Source: an optimization exercise on an open RTL-to-GDS flow (aim: small area). Production flows keep margins and buffers that such runs may drop.
Only simulation tests tie the RTL to the original design; equivalence was not proved.
No driver is modelled on the clock port, so clock power and skew are understated where the tree is cut down; a real chip needs a root buffer or a tree.
No activity file was given, so power comes from the tool's default toggle rates.

==> job 2005: inputs <==
==> flow/design.v <==
module DigitalSystemDesigning(
	clk,
	rst,
	sw,
	state_in,
	row,
	col_r,
	col_g,
	seg_row,
	seg_col
);
	input clk,rst,sw;
	input[3:0] state_in;
	output[7:0] row;
	output[7:0] col_r;
	output[7:0] col_g;
	output[7:0] seg_row;
	output[7:0] seg_col;
	localparam GO = 3'd0, LEFT = 3'd1, RIGHT = 3'd2, STOP = 3'd3, OFF = 3'd4, BLANK = 3'd5;
	localparam P_GO = 2'd0, P_L = 2'd1, P_R = 2'd2, P_S = 2'd3;
	reg[4:0] a;
	reg p;
	reg[6:0] c;
	reg[2:0] c8d;
	reg[2:0] e2;
	reg[2:0] e1;
	wire a_0 = (a == 5'b00000);
	wire a_1 = (a == 5'b00001);
	wire a_13 = (a == 5'b10111);
	wire a_24 = (a == 5'b10000);
	wire c_0 = (c == 7'b0000000);
	wire c_62 = (c == 7'b0000010);
	always@(posedge clk)
		if(rst)
			a <= 0;
		else
			a <= {a[3:0], a[4] ^ a[1] ^ (!a[2] && !a[3])};
	always@(posedge clk)
		if(rst)
			c <= 0;
		else if(a_24 && p)
			c <= {c[5:0], c[6] ^ c[0] ^ (!c[0] && !c[1])};
	always@(posedge clk)
		if(rst)
			c8d <= 0;
		else if(a_1 && p && c_62)
			c8d <= c8d + 1'b1;
	always@(posedge clk)
		if(rst)
			e2 <= 0;
		else if(a_13)
			e2 <= e2 + 1'b1;
	always@(posedge clk)
		if(rst)
			e1 <= 0;
		else if(a_1 && p)
			e1 <= e1 + 1'b1;
	wire sec_base = c_0 && (c8d == 3'd4);
	wire tick_1Hz = sec_base && a_0 && p;
	wire tick_1Hz_d = sec_base && a_1 && !p;
	function [7:0] b_step(input [7:0] s);
		b_step = {s[6:0], s[7] ^ s[0] ^ (s[1] && s[3] && !s[6])};
	endfunction
	reg[7:0] b1;
	reg[7:0] y;
	reg flag;
	wire b1_0 = (b1 == 8'h01);
	wire b1_240 = (b1 == 8'h80);
	wire y_0 = (y == 8'h01);
	wire y_239 = (y == 8'h40);
	always@(posedge clk)
		if(rst)
			b1 <= 8'h01;
		else
			b1 <= b_step(b1);
	always@(posedge clk)
		if(rst)
			begin
				y <= 8'h80;
				flag <= 1'b0;
			end
		else if(b1_240)
			begin
				if(!flag)
					begin
						if(y_0)
							begin
								flag <= 1'b1;
								y <= b_step(y);
							end
					end
				else
					begin
						if(y_239)
							begin
								flag <= 1'b0;
								y <= b_step(y);
							end
						else
							y <= b_step(b_step(y));
					end
			end
		else
			y <= b_step(y);
	reg on_d;
	always@(posedge clk)
		on_d <= y_0 || (on_d && !b1_0);
	wire[3:0] ns = sw ? state_in : 4'b1111;
	reg[2:0] cur;
	reg[1:0] prev;
	reg pend;
	reg[3:0] c10l;
	reg[3:0] c10r;
	reg[2:0] c5s;
	always@(posedge clk)
		if(rst)
			c10l <= 0;
		else if(tick_1Hz)
			begin
				if(!pend)
					c10l <= 0;
				else if(prev == P_L)
					c10l <= (c10l == 4'd10) ? 4'd0 : c10l + 1'b1;
			end
	always@(posedge clk)
		if(rst)
			c10r <= 0;
		else if(tick_1Hz)
			begin
				if(!pend)
					c10r <= 0;
				else if(prev == P_R)
					c10r <= (c10r == 4'd10) ? 4'd0 : c10r + 1'b1;
			end
	always@(posedge clk)
		if(rst)
			c5s <= 0;
		else if(tick_1Hz)
			begin
				if(!pend)
					c5s <= 0;
				else if(prev == P_S)
					c5s <= {c5s[1:0], !c5s[2]};
			end
	reg keep;
	always@(*)
		case(prev)
			P_L: keep = pend && (c10l != 4'd10);
			P_R: keep = pend && (c10r != 4'd10);
			P_S: keep = pend && (c5s != 3'b100);
			default: keep = 1'b0;
		endcase
	reg[1:0] m;
	localparam M_GO = 2'd0, M_OFF = 2'd1, M_ACT = 2'd2;
	always@(posedge clk)
		if(rst)
			begin
				m <= M_GO;
				prev <= P_GO;
				pend <= 1'b0;
			end
		else
			case(ns)
				4'b0001:
					begin
						m <= M_ACT;
						prev <= P_L;
						pend <= 1'b1;
					end
				4'b0010:
					begin
						m <= M_ACT;
						prev <= P_R;
						pend <= 1'b1;
					end
				4'b0100:
					begin
						m <= M_ACT;
						prev <= P_S;
						pend <= 1'b1;
					end
				4'b1111:
					m <= M_OFF;
				4'b0000:
					begin
						m <= keep ? M_ACT : M_GO;
						pend <= keep;
					end
				default:
					;
			endcase
	always@(*)
		cur = (m == M_ACT) ? {1'b0, prev} : (m == M_OFF) ? OFF : GO;
	reg[2:0] cur_d;
	always@(posedge clk)
		if(rst)
			cur_d <= BLANK;
		else
			cur_d <= cur;
	always@(posedge clk)
		if(rst)
			p <= 1'b0;
		else if(a_0 && cur_d != BLANK)
			p <= !p;
	wire[2:0] idx = (cur_d == GO) ? e2 : e1;
	reg[2:0] rid;
	always@(posedge clk)
		rid <= idx;
	assign row = (cur_d == BLANK) ? 8'hFF : ~(8'd1 << idx);
	wire[1:0] rm = rid[1:0] ^ {2{rid[2]}};
	wire[1:0] gd = rid[1:0] - c8d[1:0];
	wire g0 = (gd == 2'd0);
	wire g1 = !gd[1];
	wire g2 = gd[0] ^ gd[1];
	wire g3 = gd[1];
	wire[7:0] pat_go = {g0, g1, g2, g3, g3, g2, g1, g0};
	wire tx = (rm == 2'd3);
	wire[7:0] tl = {1'b0, tx, tx, tx, rm != 2'd2, rm != 2'd0, rm[1], tx};
	wire[15:0] tl2 = {tl, tl} >> c8d;
	wire[7:0] arrow = tl2[7:0];
	wire[7:0] arrow_rev = {arrow[0], arrow[1], arrow[2], arrow[3], arrow[4], arrow[5], arrow[6], arrow[7]};
	wire[3:0] xr = 4'b0001 << rm;
	wire[7:0] pat_x = {xr[0], xr[1], xr[2], xr[3], xr[3], xr[2], xr[1], xr[0]};
	assign col_r = (cur_d == STOP) ? pat_x : 8'd0;
	assign col_g = (cur_d == GO) ? (on_d ? pat_go : 8'd0) :
		(cur_d == LEFT) ? arrow :
		(cur_d == RIGHT) ? arrow_rev : 8'd0;
	reg sr7, sr6;
	always@(posedge clk)
		if(rst || !sw)
			begin
				sr7 <= 1'b1;
				sr6 <= 1'b1;
			end
		else
			begin
				sr7 <= p;
				sr6 <= !p;
			end
	assign seg_row = {sr7, sr6, 6'b11_1111};
	wire swd = !(sr7 && sr6);
	reg[3:0] uni;
	reg[3:0] ten;
	always@(posedge clk)
		if(rst)
			begin
				uni <= 0;
				ten <= 0;
			end
		else if(tick_1Hz_d)
			begin
				if(!swd)
					begin
						uni <= 0;
						ten <= 0;
					end
				else if(uni == 4'd9)
					begin
						uni <= 0;
						ten <= (ten == 4'd9) ? 4'd0 : ten + 1'b1;
					end
				else
					uni <= uni + 1'b1;
			end
	wire[3:0] digit = sr6 ? ten : uni;
	reg[7:0] seg;
	always@(*)
		case(digit)
			4'd0: seg = sr6 ? 8'b0000_0000 : 8'b1111_1100;
			4'd1: seg = 8'b0110_0000;
			4'd2: seg = 8'b1101_1010;
			4'd3: seg = 8'b1111_0010;
			4'd4: seg = 8'b0110_0110;
			4'd5: seg = 8'b1011_0110;
			4'd6: seg = 8'b1011_1110;
			4'd7: seg = 8'b1110_0000;
			4'd8: seg = 8'b1111_1110;
			default: seg = 8'b1111_0110;
		endcase
	assign seg_col = swd ? seg : 8'd0;
endmodule
==> flow/flow/run.sh <==
#!/bin/bash
# ORFS layout (standard.sh) with three changes:
# - synthesis maps logic with an area-oriented ABC script (flow/abc_area.script,
#   selected by ABC_AREA=1 from a private copy of the ORFS scripts folder) and
#   leaves adders to ABC instead of mapping them to half/full adder cells;
#   registers are untouched, so they keep the standard synthesis's names
# - ports are buffered with sky130_fd_sc_hd__buf_1
# - the clock tree uses sky130_fd_sc_hd__clkbuf_4 cells without dummy loads
set -euo pipefail
W=$(pwd)
rm -rf "$W/scripts"
cp -r "$FLOW_HOME/scripts" "$W/scripts"
cp "$W/flow/abc_area.script" "$W/scripts/abc_area.script"
cp "$W/flow/cts.tcl" "$W/scripts/cts.tcl"
export SCRIPTS_DIR="$W/scripts"
export ABC_AREA=1
export ADDER_MAP_FILE=
export BUFFER_PORTS_ARGS="-buffer_cell sky130_fd_sc_hd__buf_1"
export FLOW_CLOCK_BUF=sky130_fd_sc_hd__clkbuf_8
export FLOW_CLOCK_GROUPS=4
bash standard.sh > standard.log 2>&1
==> flow/flow/abc_area.script <==
strash
balance
rewrite
refactor
balance
rewrite
rewrite -z
balance
refactor -z
rewrite -z
balance
balance
rewrite
refactor
balance
rewrite
rewrite -z
balance
refactor -z
rewrite -z
balance
dch -f
amap
==> flow/flow/cts.tcl <==
utl::set_metrics_stage "cts__{}"
source $::env(SCRIPTS_DIR)/load.tcl
source $::env(SCRIPTS_DIR)/lec_check.tcl
erase_non_stage_variables cts
load_design 3_place.odb 3_place.sdc
source_step_tcl PRE CTS

# Clone clock tree inverters next to register loads
# so cts does not try to buffer the inverted clocks.
repair_clock_inverters

proc save_progress { stage } {
  puts "Run 'make gui_$stage.odb' to load progress snapshot"
  orfs_write_db $::env(RESULTS_DIR)/$stage.odb
  orfs_write_sdc $::env(RESULTS_DIR)/$stage.sdc
}

# Run CTS
set cts_args [list \
  -sink_clustering_enable \
  -repair_clock_nets]

append_env_var cts_args CTS_BUF_DISTANCE -distance_between_buffers 1
append_env_var cts_args CTS_CLUSTER_SIZE -sink_clustering_size 1
append_env_var cts_args CTS_CLUSTER_DIAMETER -sink_clustering_max_diameter 1
append_env_var cts_args CTS_BUF_LIST -buf_list 1
append_env_var cts_args CTS_LIB_NAME -library 1


if { [env_var_exists_and_non_empty CTS_ARGS] } {
  set cts_args $::env(CTS_ARGS)
}

set_dont_use $::env(DONT_USE_CELLS)

proc my_clock_buffers { } {
  set db [ord::get_db]
  set block [ord::get_db_block]
  set master [$db findMaster $::env(FLOW_CLOCK_BUF)]
  set ngroups $::env(FLOW_CLOCK_GROUPS)
  set src [lindex [get_property [lindex [all_clocks] 0] sources] 0]
  set bterm [$block findBTerm [get_property $src name]]
  set clknet [$bterm getNet]
  set sinks {}
  foreach it [$clknet getITerms] {
    set loc [[$it getInst] getLocation]
    lappend sinks [list $it [lindex $loc 0] [lindex $loc 1]]
  }
  set groups [list $sinks]
  if { $ngroups >= 2 } {
    set s [lsort -integer -index 1 $sinks]
    set h [expr { [llength $s] / 2 }]
    set groups [list [lrange $s 0 [expr { $h - 1 }]] [lrange $s $h end]]
  }
  if { $ngroups >= 4 } {
    set g4 {}
    foreach g $groups {
      set s [lsort -integer -index 2 $g]
      set h [expr { [llength $s] / 2 }]
      lappend g4 [lrange $s 0 [expr { $h - 1 }]] [lrange $s $h end]
    }
    set groups $g4
  }
  set k 0
  foreach g $groups {
    set inst [odb::dbInst_create $block $master "clkbuf_bench_$k"]
    set newnet [odb::dbNet_create $block "clknet_bench_$k"]
    $newnet setSigType CLOCK
    set sx 0
    set sy 0
    foreach e $g {
      set it [lindex $e 0]
      $it disconnect
      $it connect $newnet
      set sx [expr { $sx + [lindex $e 1] }]
      set sy [expr { $sy + [lindex $e 2] }]
    }
    set n [llength $g]
    [$inst findITerm A] connect $clknet
    [$inst findITerm X] connect $newnet
    $inst setLocation [expr { $sx / $n }] [expr { $sy / $n }]
    $inst setPlacementStatus PLACED
    puts "flow: clock buffer $k ($::env(FLOW_CLOCK_BUF)) drives $n sinks"
    incr k
  }
  set_propagated_clock [all_clocks]
}
my_clock_buffers

utl::push_metrics_stage "cts__{}__pre_repair_timing"
log_cmd estimate_parasitics -placement
if { $::env(DETAILED_METRICS) } {
  report_metrics 4 "cts pre-repair-timing"
}
utl::pop_metrics_stage

set_placement_padding -global \
  -left $::env(CELL_PAD_IN_SITES_DETAIL_PLACEMENT) \
  -right $::env(CELL_PAD_IN_SITES_DETAIL_PLACEMENT)

set result [catch { detailed_placement } msg]
if { $result != 0 } {
  save_progress 4_1_error
  error "Detailed placement failed in CTS: $msg"
}

log_cmd estimate_parasitics -placement

if { $::env(CTS_SNAPSHOTS) } {
  save_progress 4_1_pre_repair_hold_setup
}

if { !$::env(SKIP_CTS_REPAIR_TIMING) } {
  if { $::env(EQUIVALENCE_CHECK) } {
    write_eqy_verilog 4_before_rsz.v
  }
  if { $::env(LEC_CHECK) } {
    write_lec_verilog 4_before_rsz_lec.v
  }

  repair_timing_helper

  if { $::env(EQUIVALENCE_CHECK) } {
    run_equivalence_test
  }
  if { $::env(LEC_CHECK) } {
    write_lec_verilog 4_after_rsz_lec.v
    run_lec_test 4_rsz 4_before_rsz_lec.v 4_after_rsz_lec.v
  }

  set result [catch { detailed_placement } msg]
  if { $result != 0 } {
    save_progress 4_1_error
    error "Detailed placement failed in CTS: $msg"
  }

  check_placement -verbose
}

report_metrics 4 "cts final"

source_step_tcl POST CTS

orfs_write_db $::env(RESULTS_DIR)/4_1_cts.odb
orfs_write_sdc $::env(RESULTS_DIR)/4_cts.sdc
==> flow/standard.sh <==
#!/bin/bash
# synth_recipe.tcl (not shown) runs the flow's synth.tcl, then flattens the netlist and writes it again
# the make line also repeats each setting of config.mk as NAME=value (left out here)
make -C /OpenROAD-flow-scripts/flow DESIGN_CONFIG=/design/flow/config.mk WORK_HOME=/design/flow/orfs CLKGATE_MAP_FILE= SYNTH_SCRIPT=/design/flow/synth_recipe.tcl "${@:-finish}"
==> flow/config.mk <==
export PLATFORM = sky130hd
export DESIGN_NAME = DigitalSystemDesigning
export DESIGN_NICKNAME = DigitalSystemDesigning
export VERILOG_FILES = /design/flow/design.v
export SDC_FILE = /design/flow/constraint.sdc
export NUM_CORES = 4
export LEC_CHECK = 0
export CAP_MARGIN = 20
export CORE_MARGIN = 2
export CORE_UTILIZATION = 70
export PLACE_DENSITY = 0.75
export SLEW_MARGIN = 20
==> flow/constraint.sdc <==
create_clock -name core_clock -period 5.0 [get_ports {clk}]
set_input_delay 1.0000 -clock core_clock [delete_from_list [all_inputs] [get_ports {clk}]]
set_output_delay 1.0000 -clock core_clock [all_outputs]
set_load 0.01 [all_outputs]
==> job 7157 (differences from job 2005) <==
==> flow/design.v, changed modules only <==
module DigitalSystemDesigning(
	clk,
	rst,
	sw,
	state_in,
	row,
	col_r,
	col_g,
	seg_row,
	seg_col
);
	input clk,rst,sw;
	input[3:0] state_in;
	output[7:0] row;
	output[7:0] col_r;
	output[7:0] col_g;
	output[7:0] seg_row;
	output[7:0] seg_col;
	localparam GO = 3'd0, LEFT = 3'd1, RIGHT = 3'd2, STOP = 3'd3, OFF = 3'd4, BLANK = 3'd5;
	localparam P_GO = 2'd0, P_L = 2'd1, P_R = 2'd2, P_S = 2'd3;
	reg[4:0] a;
	reg p;
	reg[6:0] c;
	reg[2:0] c8d;
	reg[2:0] e2;
	reg[2:0] e1;
	wire a_0 = (a == 5'b00000);
	wire a_1 = (a == 5'b00001);
	wire a_13 = (a == 5'b10111);
	wire a_24 = (a == 5'b10000);
	wire c_0 = (c == 7'b0000000);
	wire c_62 = (c == 7'b0000010);
	always@(posedge clk)
		if(rst)
			a <= 0;
		else
			a <= {a[3:0], a[4] ^ a[1] ^ (!a[2] && !a[3])};
	always@(posedge clk)
		if(rst)
			c <= 0;
		else if(a_24 && p)
			c <= {c[5:0], c[6] ^ c[0] ^ (!c[0] && !c[1])};
	always@(posedge clk)
		if(rst)
			c8d <= 0;
		else if(a_1 && p && c_62)
			c8d <= c8d + 1'b1;
	always@(posedge clk)
		if(rst)
			e2 <= 0;
		else if(a_13)
			e2 <= e2 + 1'b1;
	always@(posedge clk)
		if(rst)
			e1 <= 0;
		else if(a_1 && p)
			e1 <= e1 + 1'b1;
	wire sec_base = c_0 && (c8d == 3'd4);
	wire tick_1Hz = sec_base && a_0 && p;
	wire tick_1Hz_d = sec_base && a_1 && !p;
	function [7:0] b_fwd(input [7:0] s);
		b_fwd = {s[6:0], s[7] ^ s[0] ^ (s[1] && s[3] && !s[6])};
	endfunction
	function [7:0] b_bwd(input [7:0] s);
		b_bwd = {s[0] ^ s[1] ^ (s[2] && s[4] && !s[7]), s[7:1]};
	endfunction
	reg[7:0] b1d;
	reg[7:0] b2d;
	reg flagd;
	reg on_d;
	wire b_wrap = (b1d == 8'h80);
	always@(posedge clk)
		if(rst)
			b1d <= 8'h80;
		else
			b1d <= b_fwd(b1d);
	always@(posedge clk)
		if(rst)
			begin
				b2d <= 8'h01;
				flagd <= 1'b1;
			end
		else if(b_wrap)
			begin
				if(!flagd)
					begin
						if(b2d == 8'h40)
							flagd <= 1'b1;
						else
							b2d <= b_fwd(b2d);
					end
				else
					begin
						if(b2d == 8'h01)
							flagd <= 1'b0;
						else
							b2d <= b_bwd(b2d);
					end
			end
	always@(posedge clk)
		if(rst || b_wrap)
			on_d <= 1'b0;
		else if(b1d == b2d)
			on_d <= 1'b1;
	wire[3:0] ns = sw ? state_in : 4'b1111;
	reg[2:0] cur;
	reg[1:0] prev;
	reg pend;
	reg[3:0] c10l;
	reg[3:0] c10r;
	reg[2:0] c5s;
	always@(posedge clk)
		if(rst)
			c10l <= 0;
		else if(tick_1Hz)
			begin
				if(!pend)
					c10l <= 0;
				else if(prev == P_L)
					c10l <= (c10l == 4'd10) ? 4'd0 : c10l + 1'b1;
			end
	always@(posedge clk)
		if(rst)
			c10r <= 0;
		else if(tick_1Hz)
			begin
				if(!pend)
					c10r <= 0;
				else if(prev == P_R)
					c10r <= (c10r == 4'd10) ? 4'd0 : c10r + 1'b1;
			end
	always@(posedge clk)
		if(rst)
			c5s <= 0;
		else if(tick_1Hz)
			begin
				if(!pend)
					c5s <= 0;
				else if(prev == P_S)
					c5s <= (c5s == 3'd5) ? 3'd0 : c5s + 1'b1;
			end
	reg keep;
	always@(*)
		case(prev)
			P_L: keep = pend && (c10l != 4'd10);
			P_R: keep = pend && (c10r != 4'd10);
			P_S: keep = pend && (c5s != 3'd5);
			default: keep = 1'b0;
		endcase
	always@(posedge clk)
		if(rst)
			begin
				cur <= GO;
				prev <= P_GO;
				pend <= 1'b0;
			end
		else
			case(ns)
				4'b0001:
					begin
						cur <= LEFT;
						prev <= P_L;
						pend <= 1'b1;
					end
				4'b0010:
					begin
						cur <= RIGHT;
						prev <= P_R;
						pend <= 1'b1;
					end
				4'b0100:
					begin
						cur <= STOP;
						prev <= P_S;
						pend <= 1'b1;
					end
				4'b1111:
					cur <= OFF;
				4'b0000:
					begin
						cur <= keep ? {1'b0, prev} : GO;
						pend <= keep;
					end
				default:
					;
			endcase
	reg[2:0] cur_d;
	always@(posedge clk)
		if(rst)
			cur_d <= BLANK;
		else
			cur_d <= cur;
	always@(posedge clk)
		if(rst)
			p <= 1'b0;
		else if(a_0 && cur_d != BLANK)
			p <= !p;
	wire[2:0] idx = (cur_d == GO) ? e2 : e1;
	reg[2:0] rid;
	always@(posedge clk)
		if(rst)
			rid <= 0;
		else
			rid <= idx;
	assign row = (cur_d == BLANK) ? 8'hFF : ~(8'd1 << idx);
	wire[1:0] rm = rid[1:0] ^ {2{rid[2]}};
	wire[1:0] gd = rid[1:0] - c8d[1:0];
	wire g0 = (gd == 2'd0);
	wire g1 = !gd[1];
	wire g2 = gd[0] ^ gd[1];
	wire g3 = gd[1];
	wire[7:0] pat_go = {g0, g1, g2, g3, g3, g2, g1, g0};
	wire tx = (rm == 2'd3);
	wire[7:0] tl = {1'b0, tx, tx, tx, rm != 2'd2, rm != 2'd0, rm[1], tx};
	wire[15:0] tl2 = {tl, tl} >> c8d;
	wire[7:0] arrow = tl2[7:0];
	wire[7:0] arrow_rev = {arrow[0], arrow[1], arrow[2], arrow[3], arrow[4], arrow[5], arrow[6], arrow[7]};
	wire[3:0] xr = 4'b0001 << rm;
	wire[7:0] pat_x = {xr[0], xr[1], xr[2], xr[3], xr[3], xr[2], xr[1], xr[0]};
	assign col_r = (cur_d == STOP) ? pat_x : 8'd0;
	assign col_g = (cur_d == GO) ? (on_d ? pat_go : 8'd0) :
		(cur_d == LEFT) ? arrow :
		(cur_d == RIGHT) ? arrow_rev : 8'd0;
	reg sr7, sr6;
	always@(posedge clk)
		if(rst || !sw)
			begin
				sr7 <= 1'b1;
				sr6 <= 1'b1;
			end
		else
			begin
				sr7 <= p;
				sr6 <= !p;
			end
	assign seg_row = {sr7, sr6, 6'b11_1111};
	wire swd = !(sr7 && sr6);
	reg[3:0] uni;
	reg[3:0] ten;
	always@(posedge clk)
		if(rst)
			begin
				uni <= 0;
				ten <= 0;
			end
		else if(tick_1Hz_d)
			begin
				if(!swd)
					begin
						uni <= 0;
						ten <= 0;
					end
				else if(uni == 4'd9)
					begin
						uni <= 0;
						ten <= (ten == 4'd9) ? 4'd0 : ten + 1'b1;
					end
				else
					uni <= uni + 1'b1;
			end
	wire[3:0] digit = sr6 ? ten : uni;
	reg[7:0] seg;
	always@(*)
		case(digit)
			4'd0: seg = sr6 ? 8'b0000_0000 : 8'b1111_1100;
			4'd1: seg = 8'b0110_0000;
			4'd2: seg = 8'b1101_1010;
			4'd3: seg = 8'b1111_0010;
			4'd4: seg = 8'b0110_0110;
			4'd5: seg = 8'b1011_0110;
			4'd6: seg = 8'b1011_1110;
			4'd7: seg = 8'b1110_0000;
			4'd8: seg = 8'b1111_1110;
			default: seg = 8'b1111_0110;
		endcase
	assign seg_col = swd ? seg : 8'd0;
endmodule
--- a/flow/flow/run.sh
+++ b/flow/flow/run.sh
@@ -11,11 +11,9 @@
 rm -rf "$W/scripts"
 cp -r "$FLOW_HOME/scripts" "$W/scripts"
 cp "$W/flow/abc_area.script" "$W/scripts/abc_area.script"
-cp "$W/flow/cts.tcl" "$W/scripts/cts.tcl"
 export SCRIPTS_DIR="$W/scripts"
 export ABC_AREA=1
 export ADDER_MAP_FILE=
 export BUFFER_PORTS_ARGS="-buffer_cell sky130_fd_sc_hd__buf_1"
-export FLOW_CLOCK_BUF=sky130_fd_sc_hd__clkbuf_8
-export FLOW_CLOCK_GROUPS=4
+export CTS_ARGS="-sink_clustering_enable -repair_clock_nets -buf_list sky130_fd_sc_hd__clkbuf_4 -dont_use_dummy_load"
 bash standard.sh > standard.log 2>&1
Settings changed: CORE_UTILIZATION 70 to 40, PLACE_DENSITY 0.75 to 0.6.
removed: flow/flow/cts.tcl
==> job 3777 (differences from job 2005) <==
Settings changed: CORE_UTILIZATION 70 to 85, PLACE_DENSITY 0.75 to 0.9.
==> qor summary <==
quantity	job 2005	job 3777	job 7157
Run status	finished clean	aborted with a tool error	finished clean
Failing step	-	global placement without I/O	-
Maximum clock frequency	284.9 MHz	-	269.7 MHz
Non-clock inverter count in the final layout	69	-	71
Setup TNS	0 ns	-	0 ns
All-Layer GR Usage	26.33%	-	16.81%
Met1 GRT Util	34.76%	-	20.82%
Power in sequential cells	0.602 mW	-	0.617 mW
Power group with the highest consumption	sequential cells	-	sequential cells
Post-detailed-routing wire length	7203 um	-	8125 um
Die footprint	0.005672 sq mm	-	0.009989 sq mm
Most used cell along the critical path	sky130_fd_sc_hd__clkinv_1	-	sky130_fd_sc_hd__clkinv_1
Post-Place Cells	582	-	636
Register fraction of the total cell area	38.18%	-	36.86%
Total power divided by cell area	249.5 mW/mm^2	-	257.8 mW/mm^2
Cell area after technology mapping	0.003560 sq mm	0.003560 sq mm	0.003682 sq mm
Die H	75.31 um	68.72 um	99.95 um
Power drawn by the clock network	0.212 mW	-	0.261 mW
Floorplan row count	25	23	35
Net switching share of the total power	25.03%	-	28.49%
CTS Hold Bufs	0	-	0
Count of vias placed by the detailed router	3443	-	3591
RR Startpoint	c8d[2]$_SDFFE_PP0P_	-	c8d[2]$_SDFFE_PP0P_
Detailed placement HPWL	5600 um	-	6071 um
Final Hold Slack	0.4520 ns	-	0.4445 ns
Io pins	47	-	47
Area growth, synth to finish	6.046%	-	7.679%
The clock cells of job 2005 come from the design's own scripts or RTL, not from TritonCTS.

==> what the ideal ports hide <==
No port has a modelled driver above. Below, the same layouts with a new extraction and two added sets of constraints.
Step 1 sets driving cells, clkbuf_16 on the clock port and buf_2 on the other inputs (assumed; they add their load-dependent delay and slew).
Step 2 times the ports against the registers' clock, not the clock port: input delays grow and output delays shrink by t, the midpoint of the rising clock arrivals with the driver on.
Slacks: ideal / step 1 / step 2; pairs: ideal / step 1.
run	t (ns)	slack for setup (ns)	worst hold slack (ns)
job 2005	0.214	1.490 / 1.434 / 1.648	0.452 / 0.452 / 0.452
job 7157	0.429	1.292 / 1.262 / 1.692	0.445 / 0.445 / 0.445
After both steps every run listed still meets setup and hold.
